Source: an optimization exercise on an open RTL-to-GDS flow (aim: small area and a short achievable clock period). Production flows keep margins and buffers that such runs may drop.
Where RTL was checked, it was by simulation tests only, not by an equivalence proof against the original.

==> run M: inputs <==
// mproc
module mproc (input wire clk, reset, input wire [15:0] d_in, output wire [6:0] addr, output wire [15:0] d_out);
  reg pa, pb, pc_;           
  reg [15:0] ir;             
  reg op0;                   
  reg carry;
  reg [6:0] pc;
  reg [15:0] opa, opb;
  reg [7:0] bone, btwo;      
  reg [15:0] ma;             
  always @(posedge clk) begin
    pa  <= reset | pc_;
    pb  <= ~reset & pa;
    pc_ <= ~reset & pb;
  end
  always @(posedge clk) ir <= d_in;
  always @(posedge clk)
    if (reset) op0 <= 1'b0;
    else if (pb) op0 <= d_in[9];
  wire ld = ir[15];
  wire is_alu = (ir[15:12] == 4'b0000);
  wire wr = ld | is_alu;
  wire [2:0] rd = ir[8:6];
  wire [2:0] op = {ir[11:10], op0};
  wire [15:0] r_sum, r_and, r_or, r_xor, r_shl, r_shr, mul;
  wire cout;
  alu alu_0 (op, opa, opb, r_sum, r_and, r_or, r_xor, r_shl, r_shr, cout);
  mul16lo_b mul_0 (ma, bone, btwo, {opb[15], opb[13], opb[11], opb[9], opb[7], opb[5], opb[3], opb[1]}, mul);
  always @(posedge clk) carry <= cout;
  wire exe = pc_ & ~reset;
  wire xa = exe & is_alu;
  wire s_ld  = exe & ld;
  wire s_add = xa & (op[2:1] == 2'd0);
  wire s_and = xa & (op == 3'd2);
  wire s_or  = xa & (op == 3'd3);
  wire s_xor = xa & (op == 3'd4);
  wire s_mul = xa & (op == 3'd5);
  wire s_shl = xa & (op == 3'd6);
  wire s_shr = xa & (op == 3'd7);
  wire [15:0] res = ({16{s_ld}} & d_in) | ({16{s_add}} & r_sum) | ({16{s_and}} & r_and) |
                    ({16{s_or}} & r_or) | ({16{s_xor}} & r_xor) | ({16{s_shl}} & r_shl) |
                    ({16{s_shr}} & r_shr);
  wire [15:0] wdata = res | ({16{s_mul}} & mul);
  wire wen = pc_ & wr;
  wire [7:1] we;
  genvar i;
  generate for (i = 1; i < 8; i = i + 1) begin : g_we
    assign we[i] = reset | (wen & (rd == i));
  end endgenerate
  wire [15:0] qa, qb;
  reg_file rf (clk, we, wdata, d_in[2:0], d_in[5:3], qa, qb);
  ...
Settings: LEC_CHECK=0, ABC_AREA=1, CAP_MARGIN=20, CORE_MARGIN=2, CORE_UTILIZATION=40, CTS_BUF_LIST=sky130_fd_sc_hd__clkbuf_8, CTS_CLUSTER_SIZE=16, SETUP_SLACK_MARGIN=5, SLEW_MARGIN=20; clock period 10.0 ns.
standard.sh (not shown) runs the stock make flow with config.mk's settings and CLKGATE_MAP_FILE= SYNTH_SCRIPT=/design/flow/synth_recipe.tcl, a recipe that flattens the netlist after the stock synthesis.
==> flow/flow/run.sh <==
#!/bin/bash
set -euo pipefail
MARGIN=6.0
sed -e "s/SETUP_SLACK_MARGIN=[0-9.]*/SETUP_SLACK_MARGIN=$MARGIN/" \
    -e "s|CLKGATE_MAP_FILE= |CLKGATE_MAP_FILE= 'BUFFER_PORTS_ARGS=-buffer_cell sky130_fd_sc_hd__buf_2' |" \
    standard.sh > my_standard.sh
bash my_standard.sh > layout.log 2>&1
==> run H (differences from run M) <==
--- a/flow/design.v
+++ b/flow/design.v
@@ -179,69 +179,39 @@
   wire [15:0] x = {s55, s54, s53, s52, s51, s50, s49, s48, s47, s46, s45, s44, s43, s42, pp0_1, pp0_0};
   wire [15:0] y = {c54, c53, c52, c51, c50, c49, c48, c47, c46, c45, c44, c43, c42, neg[1], 1'b0, neg[0]};
   assign p = x + y;
 endmodule
 module alu (input wire [2:0] op, input wire [15:0] a, b,
-  output wire [15:0] s, g, o_or, p, sh, shrq, output wire cout);
-  wire binv = op[0];
-  wire [15:0] bx = b ^ {16{binv}};
-  assign g = a & bx;
-  assign p = a ^ bx;
-  wire [15:0] c;    
-  bk16 bk (g, p, binv, c);
-  assign s = p ^ {c[14:0], binv};
-  assign o_or = a | ~p;
-  assign cout = c[15];
+  output wire [15:0] o, output wire cout);
+  wire [16:0] s = {1'b0, a} + {1'b0, b ^ {16{op[0]}}} + {16'b0, op[0]};
+  assign cout = s[16];
   wire [3:0] n = b[3:0];
   wire [15:0] ar;
   genvar k;
   generate for (k = 0; k < 16; k = k + 1) begin : rv
     assign ar[k] = a[15-k];
   end endgenerate
   wire [15:0] si = op[0] ? ar : a;
-  assign sh = si << n;
+  wire [15:0] sh = si << n;
   wire [15:0] shr;
   generate for (k = 0; k < 16; k = k + 1) begin : rv2
     assign shr[k] = sh[15-k];
   end endgenerate
-  assign shrq = {shr[15:10], shr[9] & (n != 4'd6), shr[8] & (n != 4'd7), shr[7:0]};
-endmodule
-module bk16 (input wire [15:0] g, p, input wire ci, output wire [15:0] c);
-  wire [15:0] g0 = {g[15:1], g[0] | (p[0] & ci)};
-  wire [7:0] g1, p1;
-  genvar k;
-  generate for (k = 0; k < 8; k = k + 1) begin : l1
-    assign g1[k] = g0[2*k+1] | (p[2*k+1] & g0[2*k]);
-    assign p1[k] = p[2*k+1] & p[2*k];
-  end endgenerate
-  wire [3:0] g2, p2;
-  generate for (k = 0; k < 4; k = k + 1) begin : l2
-    assign g2[k] = g1[2*k+1] | (p1[2*k+1] & g1[2*k]);
-    assign p2[k] = p1[2*k+1] & p1[2*k];
-  end endgenerate
-  wire [1:0] g3, p3;
-  generate for (k = 0; k < 2; k = k + 1) begin : l3
-    assign g3[k] = g2[2*k+1] | (p2[2*k+1] & g2[2*k]);
-    assign p3[k] = p2[2*k+1] & p2[2*k];
-  end endgenerate
-  wire g4 = g3[1] | (p3[1] & g3[0]);
-  assign c[0] = g0[0];
-  assign c[1] = g1[0];
-  assign c[3] = g2[0];
-  assign c[7] = g3[0];
-  assign c[15] = g4;
-  assign c[11] = g2[2] | (p2[2] & c[7]);
-  assign c[5] = g1[2] | (p1[2] & c[3]);
-  assign c[9] = g1[4] | (p1[4] & c[7]);
-  assign c[13] = g1[6] | (p1[6] & c[11]);
-  assign c[2] = g0[2] | (p[2] & c[1]);
-  assign c[4] = g0[4] | (p[4] & c[3]);
-  assign c[6] = g0[6] | (p[6] & c[5]);
-  assign c[8] = g0[8] | (p[8] & c[7]);
-  assign c[10] = g0[10] | (p[10] & c[9]);
-  assign c[12] = g0[12] | (p[12] & c[11]);
-  assign c[14] = g0[14] | (p[14] & c[13]);
+  wire [15:0] shrq = {shr[15:10], shr[9] & (n != 4'd6), shr[8] & (n != 4'd7), shr[7:0]};
+  reg [15:0] r;
+  always @(*) begin
+    case (op)
+      3'd0, 3'd1: r = s[15:0];
+      3'd2: r = a & b;
+      3'd3: r = a | b;
+      3'd4: r = a ^ b;
+      3'd6: r = sh;
+      3'd7: r = shrq;
+      default: r = 16'h0000;
+    endcase
+  end
+  assign o = r;
 endmodule
 module booth_enc (input wire [15:0] b, output wire [7:0] one, two, neg);
   wire [16:0] bb = {b, 1'b0};
   genvar k;
   generate for (k = 0; k < 8; k = k + 1) begin : g
@@ -250,35 +220,43 @@
     assign two[k] = (bb[2*k+2] & ~bb[2*k+1] & ~bb[2*k]) | (~bb[2*k+2] & bb[2*k+1] & bb[2*k]);
   end endgenerate
 endmodule
 module reg_file (input wire clk, input wire [7:1] we, input wire [15:0] wdata,
   input wire [2:0] ra, rb, output wire [15:0] qa, qb);
-  reg [15:0] r [1:7];
-  integer n;
-  always @(posedge clk)
-    for (n = 1; n < 8; n = n + 1)
-      if (we[n]) r[n] <= wdata;
-  wire [7:1] sa, sb;
-  genvar i;
-  generate for (i = 1; i < 8; i = i + 1) begin : dec
-    assign sa[i] = (ra == i);
-    assign sb[i] = (rb == i);
-  end endgenerate
-  assign qa = ({16{sa[1]}} & r[1]) | ({16{sa[2]}} & r[2]) | ({16{sa[3]}} & r[3]) | ({16{sa[4]}} & r[4]) |
-              ({16{sa[5]}} & r[5]) | ({16{sa[6]}} & r[6]) | ({16{sa[7]}} & r[7]);
-  assign qb = ({16{sb[1]}} & r[1]) | ({16{sb[2]}} & r[2]) | ({16{sb[3]}} & r[3]) | ({16{sb[4]}} & r[4]) |
-              ({16{sb[5]}} & r[5]) | ({16{sb[6]}} & r[6]) | ({16{sb[7]}} & r[7]);
+  reg [15:0] r1, r2, r3, r4, r5, r6, r7;
+  always @(posedge clk) begin
+    if (we[1]) r1 <= wdata;
+    if (we[2]) r2 <= wdata;
+    if (we[3]) r3 <= wdata;
+    if (we[4]) r4 <= wdata;
+    if (we[5]) r5 <= wdata;
+    if (we[6]) r6 <= wdata;
+    if (we[7]) r7 <= wdata;
+  end
+  function [15:0] rd (input [2:0] x);
+    case (x)
+      3'd0: rd = 16'h0000;
+      3'd1: rd = r1;
+      3'd2: rd = r2;
+      3'd3: rd = r3;
+      3'd4: rd = r4;
+      3'd5: rd = r5;
+      3'd6: rd = r6;
+      default: rd = r7;
+    endcase
+  endfunction
+  assign qa = rd(ra);
+  assign qb = rd(rb);
 endmodule
 module mproc (input wire clk, reset, input wire [15:0] d_in, output wire [6:0] addr, output wire [15:0] d_out);
   reg pa, pb, pc_;           
   reg [15:0] ir;             
   reg op0;                   
   reg carry;
   reg [6:0] pc;
   reg [15:0] opa, opb;
-  reg [7:0] bone, btwo;      
-  reg [15:0] ma;             
+  reg [7:0] bone, btwo, bneg;  
   always @(posedge clk) begin
     pa  <= reset | pc_;
     pb  <= ~reset & pa;
     pc_ <= ~reset & pb;
   end
@@ -288,30 +266,18 @@
     else if (pb) op0 <= d_in[9];
   wire ld = ir[15];
   wire is_alu = (ir[15:12] == 4'b0000);
   wire wr = ld | is_alu;
   wire [2:0] rd = ir[8:6];
-  wire [2:0] op = {ir[11:10], op0};
-  wire [15:0] r_sum, r_and, r_or, r_xor, r_shl, r_shr, mul;
+  wire [15:0] alu_o, mul;
   wire cout;
-  alu alu_0 (op, opa, opb, r_sum, r_and, r_or, r_xor, r_shl, r_shr, cout);
-  mul16lo_b mul_0 (ma, bone, btwo, {opb[15], opb[13], opb[11], opb[9], opb[7], opb[5], opb[3], opb[1]}, mul);
+  alu alu_0 ({ir[11:10], op0}, opa, opb, alu_o, cout);
+  mul16lo_b mul_0 (opa, bone, btwo, bneg, mul);
   always @(posedge clk) carry <= cout;
-  wire exe = pc_ & ~reset;
-  wire xa = exe & is_alu;
-  wire s_ld  = exe & ld;
-  wire s_add = xa & (op[2:1] == 2'd0);
-  wire s_and = xa & (op == 3'd2);
-  wire s_or  = xa & (op == 3'd3);
-  wire s_xor = xa & (op == 3'd4);
-  wire s_mul = xa & (op == 3'd5);
-  wire s_shl = xa & (op == 3'd6);
-  wire s_shr = xa & (op == 3'd7);
-  wire [15:0] res = ({16{s_ld}} & d_in) | ({16{s_add}} & r_sum) | ({16{s_and}} & r_and) |
-                    ({16{s_or}} & r_or) | ({16{s_xor}} & r_xor) | ({16{s_shl}} & r_shl) |
-                    ({16{s_shr}} & r_shr);
-  wire [15:0] wdata = res | ({16{s_mul}} & mul);
+  wire sel_mul = pc_ & is_alu & ({ir[11:10], op0} == 3'd5) & ~reset;
+  wire [15:0] other = reset ? 16'h0000 : (ld ? d_in : alu_o);
+  wire [15:0] wdata = sel_mul ? mul : other;
   wire wen = pc_ & wr;
   wire [7:1] we;
   genvar i;
   generate for (i = 1; i < 8; i = i + 1) begin : g_we
     assign we[i] = reset | (wen & (rd == i));
@@ -321,17 +287,17 @@
   wire [7:0] one_n, two_n, neg_n;
   booth_enc enc (qb, one_n, two_n, neg_n);
   always @(posedge clk) begin
     bone <= one_n;
     btwo <= two_n;
-    ma <= qa;
+    bneg <= neg_n;
   end
   wire ldop = pb & ~reset;
   wire fwa = wen & (rd == ir[2:0]) & (rd != 3'd0);
   wire fwb = wen & (rd == ir[5:3]) & (rd != 3'd0);
-  wire [15:0] opa_d = wdata | ({16{ldop}} & qa);
-  wire [15:0] opb_d = wdata | ({16{ldop}} & qb);
+  wire [15:0] opa_d = sel_mul ? mul : (ldop ? qa : other);
+  wire [15:0] opb_d = sel_mul ? mul : (ldop ? qb : other);
   always @(posedge clk) begin
     if (ldop | reset | fwa) opa <= opa_d;
     if (ldop | reset | fwb) opb <= opb_d;
   end
   wire j = pc_ & ir[14] & carry;
==> flow/run.sh (new file) <==
#!/bin/bash
# synth_recipe.tcl (not shown) runs the flow's synth.tcl, then flattens the netlist and writes it again
# the make line also repeats each setting of config.mk as NAME=value (left out here)
make -C /OpenROAD-flow-scripts/flow DESIGN_CONFIG=/design/flow/config.mk WORK_HOME=/design/flow/orfs CLKGATE_MAP_FILE= SYNTH_SCRIPT=/design/flow/synth_recipe.tcl finish
Settings changed: ABC_AREA 1 to default, CTS_BUF_LIST sky130_fd_sc_hd__clkbuf_8 to default, CTS_CLUSTER_SIZE 16 to default, SETUP_SLACK_MARGIN 5 to 4.
removed: flow/flow/run.sh
removed: flow/standard.sh
==> impl_metrics.yaml <==
floorplan:
  dieArea_mm2: 0.0368
  taps: 455
cells_and_area:
  n_all_buffers: 110
clocking:
  clk_pin_slew_worst_paths_ps: 60
  clk_latency_ps: 530
worst_setup_path:
  critPathBufInv: 7
  cp.arrival_ps: 4670
grt:
  gr-usage-met2: 0.423
placement:
  dpl_cell_area_mm2: 0.0149
status:
  status: "no timing/DRC/antenna violations"
synthesis:
  yosys-top-cells-count: "nand2_1 (365), inv_1 (234), edfxtp_1 (144)"
# the run above: run M

==> impl_metrics.yaml <==
clocking:
  clk_latency_ps: 440
  clk_pin_slew_worst_paths_ps: 80
grt:
  gr-usage-met2: 0.384
synthesis:
  ys_warn_count: 3
  yosys-top-cells-count: "edfxtp_1 (144), nand2_1 (96), a22oi_1 (90)"
cells_and_area:
  n_all_buffers: 68
placement:
  dpl_cell_area_mm2: 0.0158
status:
  status: "no timing/DRC/antenna violations"
floorplan:
  taps: 468
worst_setup_path:
  critPathBufInv: 1
  cp.arrival_ps: 5790
route:
  routed_wl_um: 47500
# the run above: run H

The RTL of run M was laid out without a check of its function.

==> re-timing with driven ports <==
No port has a modelled driver above. Below, the same layouts with a new extraction and two added sets of constraints. Step 1 (the two cells are an assumption about what drives the block):
set clk [get_ports {clk}]
set_driving_cell -lib_cell sky130_fd_sc_hd__clkbuf_16 $clk
set_driving_cell -lib_cell sky130_fd_sc_hd__buf_2 [delete_from_list [all_inputs] $clk]
Step 2 adds t to the input delays and takes it off the output delays; t is the mean of the earliest and latest rising clock arrival at the registers after step 1. Input paths then give back, and output paths get back, about the clock's delay inside the block. a / b / c = no drivers / after step 1 / after step 2; a / b = the first two.
| run | shift t [ns] | setup WS [ns] | cell pins on the clock port's net |
|---|---|---|---|
| run M | 0.564 | 5.582 / 5.582 / 5.433 | 1 |
| run H | 0.482 | 4.344 / 4.344 / 4.344 | 1 |
After both steps setup and hold are still met in every run listed. The setup slack of run M, which loses most, moves by 0.000 ns with the drivers and by -0.149 ns with both steps.
